Context: an optimization exercise on an open-source flow, tuned for small area and a short achievable clock period. The choices shown serve that exercise and are no tape-out recipe. RTL that was checked went through simulation tests only; none was proved equivalent to the original. No activity file was given, so power comes from the tool's default toggle rates.

==> module conv3x3, before the edit <==
module conv3x3 #(
    parameter int PIXEL_WIDTH = 8,
    parameter int IMAGE_WIDTH = 64
) (
    input  logic                   clk,
    input  logic                   rst_n,
    input  logic [PIXEL_WIDTH-1:0] pixel_in,
    input  logic                   valid_in,
    output logic [PIXEL_WIDTH-1:0] edge_out,
    output logic                   valid_out
);
  localparam int W = IMAGE_WIDTH;
  localparam int PW = PIXEL_WIDTH;
  localparam int DEPTH = 2 * W + 2;   
  localparam int CW = 6;   
  logic [PW-1:0] lb[DEPTH];
  always_ff @(posedge clk) begin
    if (valid_in) begin
      lb[0] <= pixel_in;
      for (int i = 1; i < DEPTH; i++) lb[i] <= lb[i-1];
    end
  end
  logic [CW-1:0] col;
  logic [1:0] line;
  logic warm;
  always_ff @(posedge clk or negedge rst_n) begin
    if (!rst_n) begin
      col  <= '0;
      line <= '0;
      warm <= 1'b0;
    end else if (valid_in) begin
      col <= col + 1'b1;
      if (&col && !line[1]) line <= line + 1'b1;
      if (line[1] && col == CW'(2)) warm <= 1'b1;
    end
  end
  assign valid_out = valid_in & warm;
  logic m1, m0;   
  assign m1 = (col != '0);
  assign m0 = (col[CW-1:1] != '0);
  logic signed [11:0] w02, w12, w21, w01, w20, w10, w00;
  assign w12 = 12'(lb[W-1]);
  assign w02 = 12'(lb[2*W-1]);
  assign w21 = m1 ? 12'(lb[0]) : '0;
  assign w01 = m1 ? 12'(lb[2*W]) : '0;
  assign w20 = m0 ? 12'(lb[1]) : '0;
  assign w10 = m0 ? 12'(lb[W+1]) : '0;
  assign w00 = m0 ? 12'(lb[2*W+1]) : '0;
  logic signed [11:0] bx, ay, z, u, nu, k;
  assign bx = 2 * w12 + w02 - w00 - 2 * w10 - w20;
  assign ay = 2 * w21 - 2 * w01 - w02 + w20 - w00;
  assign z  = w12 - w00 - w10 + w21 - w01;
  assign u  = w12 + w02 - w10 - w20 - w21 + w01;
  assign nu = w10 + w20 + w21 - w01 - w12 - w02;   
  assign k  = 12'sd1 + w00 + w10 - w21 + w01 - w12;   
  logic usat;
  assign usat = (u >= 12'sd128) || (u <= -12'sd128);
  logic signed [11:0] p, v, gx, gy;
  logic [6:0] nv;
  assign p  = 12'(pixel_in);
  assign v  = p + z;
  assign nv = 7'(~pixel_in) + k[6:0];   
  assign gx = p + bx;
  assign gy = p + ay;
  logic sx, sy, sat;
  logic [6:0] half;
  assign sx  = gx[11];
  assign sy  = gy[11];
  assign sat = usat || (v >= 12'sd128) || (v <= -12'sd128);
  assign half = (sx == sy) ? (sx ? nv : v[6:0]) : (sx ? nu[6:0] : u[6:0]);
  always_ff @(posedge clk) begin
    if (valid_in) edge_out <= sat ? 8'd255 : {half, 1'b0};
  end
endmodule
make LEC_CHECK=0 CAP_MARGIN=20 CORE_MARGIN=2 CORE_UTILIZATION=40 SLEW_MARGIN=20 finish   # period 12.0 ns
run.sh (not shown) runs the stock make flow with config.mk's settings and CLKGATE_MAP_FILE= SYNTH_SCRIPT=/design/flow/synth_recipe.tcl, a recipe that flattens the netlist after the stock synthesis.
==> next run, changes <==
--- a/flow/design.v
+++ b/flow/design.v
@@ -39,38 +39,35 @@
   logic m1, m0;   
   assign m1 = (col != '0);
   assign m0 = (col[CW-1:1] != '0);
-  logic signed [11:0] w02, w12, w21, w01, w20, w10, w00;
-  assign w12 = 12'(lb[W-1]);
-  assign w02 = 12'(lb[2*W-1]);
-  assign w21 = m1 ? 12'(lb[0]) : '0;
-  assign w01 = m1 ? 12'(lb[2*W]) : '0;
-  assign w20 = m0 ? 12'(lb[1]) : '0;
-  assign w10 = m0 ? 12'(lb[W+1]) : '0;
-  assign w00 = m0 ? 12'(lb[2*W+1]) : '0;
-  logic signed [11:0] bx, ay, z, u, nu, k;
-  assign bx = 2 * w12 + w02 - w00 - 2 * w10 - w20;
-  assign ay = 2 * w21 - 2 * w01 - w02 + w20 - w00;
-  assign z  = w12 - w00 - w10 + w21 - w01;
-  assign u  = w12 + w02 - w10 - w20 - w21 + w01;
-  assign nu = w10 + w20 + w21 - w01 - w12 - w02;   
-  assign k  = 12'sd1 + w00 + w10 - w21 + w01 - w12;   
+  logic [PW-1:0] w02, w12, w21, w11, w01, w20, w10, w00;
+  assign w12 = lb[W-1];
+  assign w02 = lb[2*W-1];
+  assign w21 = lb[0];
+  assign w11 = lb[W];
+  assign w01 = lb[2*W];
+  assign w20 = lb[1];
+  assign w10 = lb[W+1];
+  assign w00 = lb[2*W+1];
+  logic signed [11:0] e, f, g, u, z;
+  assign e = m1 ? (12'(w21) - 12'(w01)) : '0;
+  assign f = m0 ? (12'(w10) + 12'(w20)) : '0;
+  assign g = m0 ? (12'(w00) + 12'(w10)) : '0;
+  assign u = 12'(w02) + 12'(w12) - f - e;
+  assign z = 12'(w12) - g + e;
   logic usat;
+  logic [6:0] ua;
   assign usat = (u >= 12'sd128) || (u <= -12'sd128);
-  logic signed [11:0] p, v, gx, gy;
-  logic [6:0] nv;
-  assign p  = 12'(pixel_in);
-  assign v  = p + z;
-  assign nv = 7'(~pixel_in) + k[6:0];   
-  assign gx = p + bx;
-  assign gy = p + ay;
-  logic sx, sy, sat;
-  logic [6:0] half;
-  assign sx  = gx[11];
-  assign sy  = gy[11];
-  assign sat = usat || (v >= 12'sd128) || (v <= -12'sd128);
-  assign half = (sx == sy) ? (sx ? nv : v[6:0]) : (sx ? nu[6:0] : u[6:0]);
+  assign ua = u[11] ? 7'(-u) : u[6:0];
+  logic signed [11:0] v;
+  logic vsat;
+  logic [6:0] va;
+  assign v = z + 12'(pixel_in);
+  assign vsat = (v >= 12'sd128) || (v <= -12'sd128);
+  assign va = v[11] ? 7'(-v) : v[6:0];
+  logic [PW-1:0] edge_nxt;
+  assign edge_nxt = (usat || vsat) ? 8'd255 : {(va > ua ? va : ua), 1'b0};
   always_ff @(posedge clk) begin
-    if (valid_in) edge_out <= sat ? 8'd255 : {half, 1'b0};
+    if (valid_in) edge_out <= edge_nxt;
   end
 endmodule
 `timescale 1ns / 1ps
=> Register-to-register slack gains 0.37 ns; combinational power went down by 47%; cell count went down by 13%; sequential share of layout area went up by 6.4 points; synthesized area went down by 9.1%; setup slack loses 0.25 ns; via count went down by 12%; global-route usage went down by 1.2 points; sequential cell count does not change; clock power went up by about 2%; cell area went down by 8.2%; wire length went down by 18%; first-iteration DRC count went down by 20%; total power went down by 16%.
Only the layout flow was run in the first run of this note; the RTL was not checked for function there.

afterwards: timing with drivers on the ports:
The flow's constraints put no driver on any port. The routed layouts listed below were extracted and timed again, unchanged, in two steps.
Step 1 sets driving cells, clkbuf_16 on the clock port and buf_2 on the other inputs (assumed; they add their load-dependent delay and slew).
Step 2, shift: input delay + t, output delay - t, t = (earliest + latest rising clock arrival at the registers) / 2. This alone moves slack from input paths to output paths.
Slacks: no drivers / after step 1 / after step 2; pairs: no drivers / after step 1.
run | shift t [ns] | setup slack, ns | worst setup path at the end | latest minus earliest clock arrival (ns)
the first run | 0.690 | 4.669 / 4.669 / 4.501 | input to register | 0.019 / 0.018
the second run | 0.705 | 4.415 / 4.453 / 3.749 | input to register | 0.053 / 0.053
After both steps setup and hold are still met in every run listed. For the second run, which loses most, drivers alone change the setup slack by +0.038 ns; drivers and shift together by -0.666 ns.
